This is an optimization exercise on Yosys and OpenROAD, whose aim is small area and a short achievable clock period, not a production implementation. Where RTL was checked, it was by simulation tests only, not by an equivalence proof against the original. The clock port is modelled as an ideal driver, which makes a skipped or thinned clock tree look cheaper than it is; a real chip needs a root buffer or a tree. Power is estimated from default activity; no workload was simulated.

Setup of alpha:
==> flow/design.v (excerpt) <==
module fifo_top (
    input         clk,
    input         rst,         
    input  [63:0] inputs,
    input         in_vld,
    output        fifo_rdy,
    output [63:0] outputs,
    output        fifo_vld,
    input         mac_rdy
  );
Size: roughly 1000 cells after synthesis, roughly 540 flip-flops, about 130 I/O pins, about 19000 µm² of cells after synthesis.
==> flow/config.mk <==
export PLATFORM = sky130hd
export DESIGN_NAME = fifo_top
export DESIGN_NICKNAME = fifo_top
export VERILOG_FILES = /design/flow/design.v
export SDC_FILE = /design/flow/constraint.sdc
export NUM_CORES = 4
export LEC_CHECK = 0
export CAP_MARGIN = 20
export CORE_MARGIN = 2
export CORE_UTILIZATION = 60
export SETUP_SLACK_MARGIN = 2.85
export SLEW_MARGIN = 20
==> flow/constraint.sdc <==
create_clock -name core_clock -period 4.5 [get_ports {clk}]
set_input_delay 0.9000 -clock core_clock [delete_from_list [all_inputs] [get_ports {clk}]]
set_output_delay 0.9000 -clock core_clock [all_outputs]
set_load 0.01 [all_outputs]
standard.sh (not shown) runs the stock make flow with config.mk's settings and CLKGATE_MAP_FILE= SYNTH_SCRIPT=/design/flow/synth_recipe.tcl, a recipe that flattens the netlist after the stock synthesis.
==> flow/flow/run.sh <==
#!/bin/bash
# Standard layout (the standard.sh, standard synthesis unchanged) with
# three changes:
#  - port buffers are buf_2 cells instead of the slow clkdlybuf4s50_1 that
#    buffer_ports picks by default;
#  - after global placement, flow/outff.tcl moves each flip-flop that drives
#    an output port buffer next to that buffer (detailed placement legalizes);
#  - the clock tree is a balanced two-level inverter tree built by
#    flow/mycts.tcl in place of clock_tree_synthesis.
set -euo pipefail
export MYCTS_LEAF_SIZE=20
export MYCTS_MID=4
export MYCTS_BUF=sky130_fd_sc_hd__clkinv_8
export MYCTS_MIDBUF=sky130_fd_sc_hd__clkinv_16
bash standard.sh \
  "BUFFER_PORTS_ARGS=-buffer_cell sky130_fd_sc_hd__buf_2" \
  "POST_GLOBAL_PLACE_TCL=$PWD/flow/outff.tcl" \
  "PRE_CTS_TCL=$PWD/flow/mycts.tcl" \
  finish > standard.log 2>&1
Other scripts of this flow, unchanged in this note and not shown: flow/flow/mycts.tcl, flow/flow/outff.tcl
Modified inputs, beta compared to alpha
# alpha
export LEC_CHECK = 0
export CAP_MARGIN = 20
export CORE_MARGIN = 2
export CORE_UTILIZATION = 60
export SETUP_SLACK_MARGIN = 2.85
export SLEW_MARGIN = 20
create_clock -name core_clock -period 4.5 [get_ports {clk}]
# beta
export LEC_CHECK = 0
export CAP_MARGIN = 20
export CORE_MARGIN = 2
export CORE_UTILIZATION = 60
export SETUP_SLACK_MARGIN = 2.95
export SLEW_MARGIN = 20
create_clock -name core_clock -period 4.5 [get_ports {clk}]
## What came out
Re via-per-instance ratio: alpha and beta aren't equal, and the lower value belongs to beta.
Compared beta against alpha; clock network power consumption within noise.
Routed length per placed instance, alpha and beta, higher one = alpha.
From alpha to beta the numbers moved as follows: clock share of power shrank by 0.4 points, final cell count without fillers went up by 31, summed area of non-filler cells in the final layout now sits higher, area added between synthesis and finish climbed 3.1 points.
Re sequential share of layout area: alpha was higher than beta.
In beta relative to alpha, total number of vias had gone up slightly.
Combinational power share in beta vs alpha: up 1.0 points
As far as share of synthesized flip-flops with an asynchronous set or reset goes, beta and alpha are indistinguishable; the numbers are identical.
No run of this note included a check of the RTL's function; only the layout flow was run. In every run of this note, the design's own scripts or RTL, not TritonCTS, make the clock network.

---

== violet ==
fifo_top, a different RTL version from the one above (not shown whole).
Size: roughly 1000 cells after synthesis, about 540 flip-flops, ~130 I/O pins.
clock: 4.5 ns
lec_check: 0
cap_margin: 20
core_margin: 2
core_utilization: 55
setup_slack_margin: 2.85
slew_margin: 20
==> flow/flow/outff.tcl <==
# After global placement: move each flip-flop that drives an output port's
# buffer next to that buffer, so the flop's output wire is short. Detailed
# placement legalizes the moved cells afterwards.
proc move_output_flops {} {
  set block [ord::get_db_block]
  set die [$block getDieArea]
  set cx [expr {([$die xMin] + [$die xMax]) / 2.0}]
  set cy [expr {([$die yMin] + [$die yMax]) / 2.0}]
  set step [expr {[info exists ::env(OUTFF_STEP_UM)] ? $::env(OUTFF_STEP_UM) : 6.0}]
  set step [expr {$step * [$block getDbUnitsPerMicron]}]
  set moved 0
  foreach bt [$block getBTerms] {
    if {[$bt getIoType] != "OUTPUT"} continue
    set net [$bt getNet]
    if {$net == "NULL"} continue
    set buf ""
    foreach it [$net getITerms] {
      if {[$it isOutputSignal]} { set buf [$it getInst] }
    }
    if {$buf == ""} continue
    set ff ""
    foreach it [$buf getITerms] {
      if {[$it isInputSignal]} {
        set n [$it getNet]
        if {$n == "NULL"} continue
        foreach j [$n getITerms] {
          if {[$j isOutputSignal] && [[[$j getInst] getMaster] isSequential]} { set ff [$j getInst] }
        }
      }
    }
    if {$ff == ""} continue
    lassign [$buf getLocation] bx by
    set dx [expr {$cx - $bx}]; set dy [expr {$cy - $by}]
    set d [expr {hypot($dx, $dy)}]
    if {$d < 1} continue
    set x [expr {int($bx + $step * $dx / $d)}]
    set y [expr {int($by + $step * $dy / $d)}]
    $ff setLocation $x $y
    incr moved
  }
  puts "outff: moved $moved output flip-flops next to their port buffers"
}
move_output_flops
Scripts as last shown in full above: flow/flow/run.sh
Other scripts of this flow, unchanged in this note and not shown: flow/flow/mycts.tcl
Per the final summary, violet finished and its layout is clean on timing, DRC and antenna.
#### Input delta (lagoon over violet)
# violet
export LEC_CHECK = 0
export CAP_MARGIN = 20
export CORE_MARGIN = 2
export CORE_UTILIZATION = 55
export SETUP_SLACK_MARGIN = 2.85
export SLEW_MARGIN = 20
create_clock -name core_clock -period 4.5 [get_ports {clk}]
# lagoon
export LEC_CHECK = 0
export CAP_MARGIN = 20
export CORE_MARGIN = 2
export CORE_UTILIZATION = 65
export SETUP_SLACK_MARGIN = 2.85
export SLEW_MARGIN = 20
create_clock -name core_clock -period 4.5 [get_ports {clk}]
Results
- The lower routed wire length on met2 of violet and lagoon is in lagoon.
- Looking at critical path endpoint, the u_fifo.lvl[5] result is from lagoon; the u_fifo.we_q[5] one comes from violet.
- Met3 capacity usage during global routing (lagoon over violet): increase, 0.69 points
- lagoon vs violet, cell area after layout went down by 0.63%.
- For violet and lagoon, there was not a single run that failed to finish clean.
## Diff of input files: sierra against lagoon
# lagoon
export LEC_CHECK = 0
export CAP_MARGIN = 20
export CORE_MARGIN = 2
export CORE_UTILIZATION = 65
export SETUP_SLACK_MARGIN = 2.85
export SLEW_MARGIN = 20
create_clock -name core_clock -period 4.5 [get_ports {clk}]
# sierra
export LEC_CHECK = 0
export CAP_MARGIN = 20
export CORE_MARGIN = 2
export CORE_UTILIZATION = 60
export SETUP_SLACK_MARGIN = 2.85
export SLEW_MARGIN = 20
create_clock -name core_clock -period 4.5 [get_ports {clk}]
diff --git a/flow/flow/run.sh b/flow/flow/run.sh
--- a/flow/flow/run.sh
+++ b/flow/flow/run.sh
@@ -17,3 +17,4 @@
   "POST_GLOBAL_PLACE_TCL=$PWD/flow/outff.tcl" \
   "PRE_CTS_TCL=$PWD/flow/mycts.tcl" \
+  "RECOVER_POWER=30" \
   finish > standard.log 2>&1
## What came out
Of sierra and lagoon, only lagoon finishes the flow clean.
Although it ran to completion, sierra produced a layout that fails the final checks because of max-capacitance violations, max-slew violations.
~same final area in sierra and lagoon
sierra against lagoon: power rose by 0.033 mW, synthesized cell count held, leakage component of the power went down by 2.0%, fmax went down by 25%, clock period minus final worst setup slack picked up an extra 590 ps.
sierra gives more count of placed standard cells including taps than lagoon did.
Min total wire length across sierra and lagoon: lagoon
Between sierra and lagoon, the internal portion of total power does not differ in any meaningful way.
Global-route usage: sierra and lagoon compared, lower one is sierra
--- input diff sierra..ember ---
diff --git a/flow/flow/run.sh b/flow/flow/run.sh
--- a/flow/flow/run.sh
+++ b/flow/flow/run.sh
@@ -13,8 +13,8 @@
 export MYCTS_BUF=sky130_fd_sc_hd__clkinv_8
 export MYCTS_MIDBUF=sky130_fd_sc_hd__clkinv_16
+export OUTFF_AT_PIN=1
 bash standard.sh \
   "BUFFER_PORTS_ARGS=-buffer_cell sky130_fd_sc_hd__buf_2" \
   "POST_GLOBAL_PLACE_TCL=$PWD/flow/outff.tcl" \
   "PRE_CTS_TCL=$PWD/flow/mycts.tcl" \
-  "RECOVER_POWER=30" \
   finish > standard.log 2>&1
diff --git a/flow/flow/outff.tcl b/flow/flow/outff.tcl
--- a/flow/flow/outff.tcl
+++ b/flow/flow/outff.tcl
@@ -31,4 +31,14 @@
     if {$ff == ""} continue
     lassign [$buf getLocation] bx by
+    if {[info exists ::env(OUTFF_AT_PIN)] && $::env(OUTFF_AT_PIN)} {
+      # put the port buffer just inside the core next to its pin
+      set core [$block getCoreArea]
+      set pb [$bt getBBox]
+      set px [expr {([$pb xMin] + [$pb xMax]) / 2}]
+      set py [expr {([$pb yMin] + [$pb yMax]) / 2}]
+      set bx [expr {min(max($px, [$core xMin]), [$core xMax] - 3000)}]
+      set by [expr {min(max($py, [$core yMin]), [$core yMax] - 3000)}]
+      $buf setLocation $bx $by
+    }
     set dx [expr {$cx - $bx}]; set dy [expr {$cy - $by}]
     set d [expr {hypot($dx, $dy)}]
==> comparison <==
- ember ran to completion and came out clean on the timing, DRC and antenna checks.
- From sierra to ember the numbers moved as follows: initial antenna violation count shows an increase of 4; cell depth of the worst setup path shows an increase of 7; area fraction in compound gates after synthesis shows no meaningful change; power shows no meaningful change; final setup slack of the worst path shows an increase of 690 ps.
- [compare] base=sierra new=ember: wire length of the first global-routing pass moved up, clock period minus final worst setup slack moved down, wire length moved up.
No run of this note takes its clock network from TritonCTS; it comes from the design's own scripts or RTL.

---

fifo_top, a different RTL version from the one above (not shown whole).
Size in the first run: about 1000 cells after synthesis, roughly 540 flip-flops, roughly 130 I/O pins, ~19000 µm² of cells after synthesis.
Settings: LEC_CHECK=0, CAP_MARGIN=20, CORE_MARGIN=2, CORE_UTILIZATION=60, CTS_BUF_LIST=sky130_fd_sc_hd__clkbuf_8, SETUP_SLACK_MARGIN=2.8, SLEW_MARGIN=20; clock period 4.5 ns.
run.sh (not shown) runs the stock make flow with config.mk's settings and CLKGATE_MAP_FILE= SYNTH_SCRIPT=/design/flow/synth_recipe.tcl, a recipe that flattens the netlist after the stock synthesis.
Stock flow here: none of the scripts above is used.
The first run went through all stages and came out clean.
==> next run, changes <==
- CORE_UTILIZATION: 60 -> 40
- CTS_BUF_LIST: sky130_fd_sc_hd__clkbuf_8 -> unset
- SETUP_SLACK_MARGIN: 2.8 -> unset
=> Non-clock buffer count fell by 32; routed wire length fell by 14%; cell area rose by 0.42%; synthesized cell count is unchanged; via count fell by 9.3%; global-route usage fell by 13 points; worst hold slack is worse by 0.055 ns; power rose by 5.5%; worst setup slack is worse by 0.51 ns.
==> next run, changes <==
==> flow/flow/run.sh (new file) <==
#!/bin/bash
# Standard layout with two changes: port buffers are buf_2 cells (not the
# slow clkdlybuf4s50_1 buffer_ports picks by default) and the clock tree is
# built from fewer, larger sink clusters without dummy loads.
set -euo pipefail
bash standard.sh \
  "BUFFER_PORTS_ARGS=-buffer_cell sky130_fd_sc_hd__buf_2" \
  "CTS_ARGS=-sink_clustering_enable -repair_clock_nets -buf_list sky130_fd_sc_hd__clkbuf_16 -sink_clustering_size 20 -sink_clustering_max_diameter 50 -dont_use_dummy_load" \
  finish > standard.log 2>&1
==> flow/standard.sh (new file) <==
#!/bin/bash
# synth_recipe.tcl (not shown) runs the flow's synth.tcl, then flattens the netlist and writes it again
# the make line also repeats each setting of config.mk as NAME=value (left out here)
make -C /OpenROAD-flow-scripts/flow DESIGN_CONFIG=/design/flow/config.mk WORK_HOME=/design/flow/orfs CLKGATE_MAP_FILE= SYNTH_SCRIPT=/design/flow/synth_recipe.tcl "${@:-finish}"
- CORE_UTILIZATION: 40 -> 60
- SETUP_SLACK_MARGIN: unset -> 2.8
removed: flow/run.sh
Outcome: Via count came out higher by 4.7%. Setup slack gains 0.52 ns. Routed wire length rises by 9.6%. Global-route usage went up by 11 points. Total power went down by 10%. Flip-flop and latch count stays the same. Sequential share of layout area increases by 2.7 points. Critical path depth is unchanged. Register-to-register slack gains 0.36 ns. Core utilization rose by 22 points.
No run of this note included a check of the RTL's function; only the layout flow was run.

[re-timing with driven ports]
Ports are ideal in the flow. The routed layouts listed here were re-timed in OpenROAD.
Step 1 (the two cells are an assumption about what drives the block):
set clk [get_ports {clk}]
set_driving_cell -lib_cell sky130_fd_sc_hd__clkbuf_16 $clk
set_driving_cell -lib_cell sky130_fd_sc_hd__buf_2 [delete_from_list [all_inputs] $clk]
Step 2 adds t to the input delays and takes it off the output delays; t is the mean of the earliest and latest rising clock arrival at the registers after step 1. Input paths then give back, and output paths get back, about the clock's delay inside the block.
Three values: no drivers, after step 1, after step 2; two values: the first two.
| run | shift t [ns] | slack for setup (ns) | worst setup path at the end | worst register clock-pin slew, ns | pins driven straight from the clock port |
|---|---|---|---|---|---|
| alpha | 0.439 | 2.811 / 2.571 / 2.522 | input to register | 0.09 / 0.09 | 4 |
| beta | 0.462 | 2.791 / 2.541 / 2.438 | input to register | 0.08 / 0.09 | 4 |
| violet | 0.459 | 2.769 / 2.558 / 2.502 | input to register | 0.08 / 0.08 | 4 |
| lagoon | 0.446 | 2.715 / 2.593 / 2.421 | input to register | 0.08 / 0.08 | 4 |
| sierra | 0.454 | 2.121 / 2.122 / 2.122 | register to register | 0.08 / 0.09 | 4 |
| ember | 0.458 | 2.809 / 2.584 / 2.549 | input to register | 0.09 / 0.09 | 4 |
| the first run of note 3 | 0.643 | 2.406 / 2.356 / 2.248 | input to register | 0.07 / 0.07 | 1 |
| the second run of note 3 | 0.624 | 1.895 / 1.839 / 1.731 | input to register | 0.06 / 0.06 | 1 |
| the third run of note 3 | 0.573 | 2.418 / 2.368 / 2.262 | input to register | 0.08 / 0.08 | 1 |
For beta, which loses most, drivers alone change the setup slack by -0.250 ns; drivers and shift together by -0.353 ns.
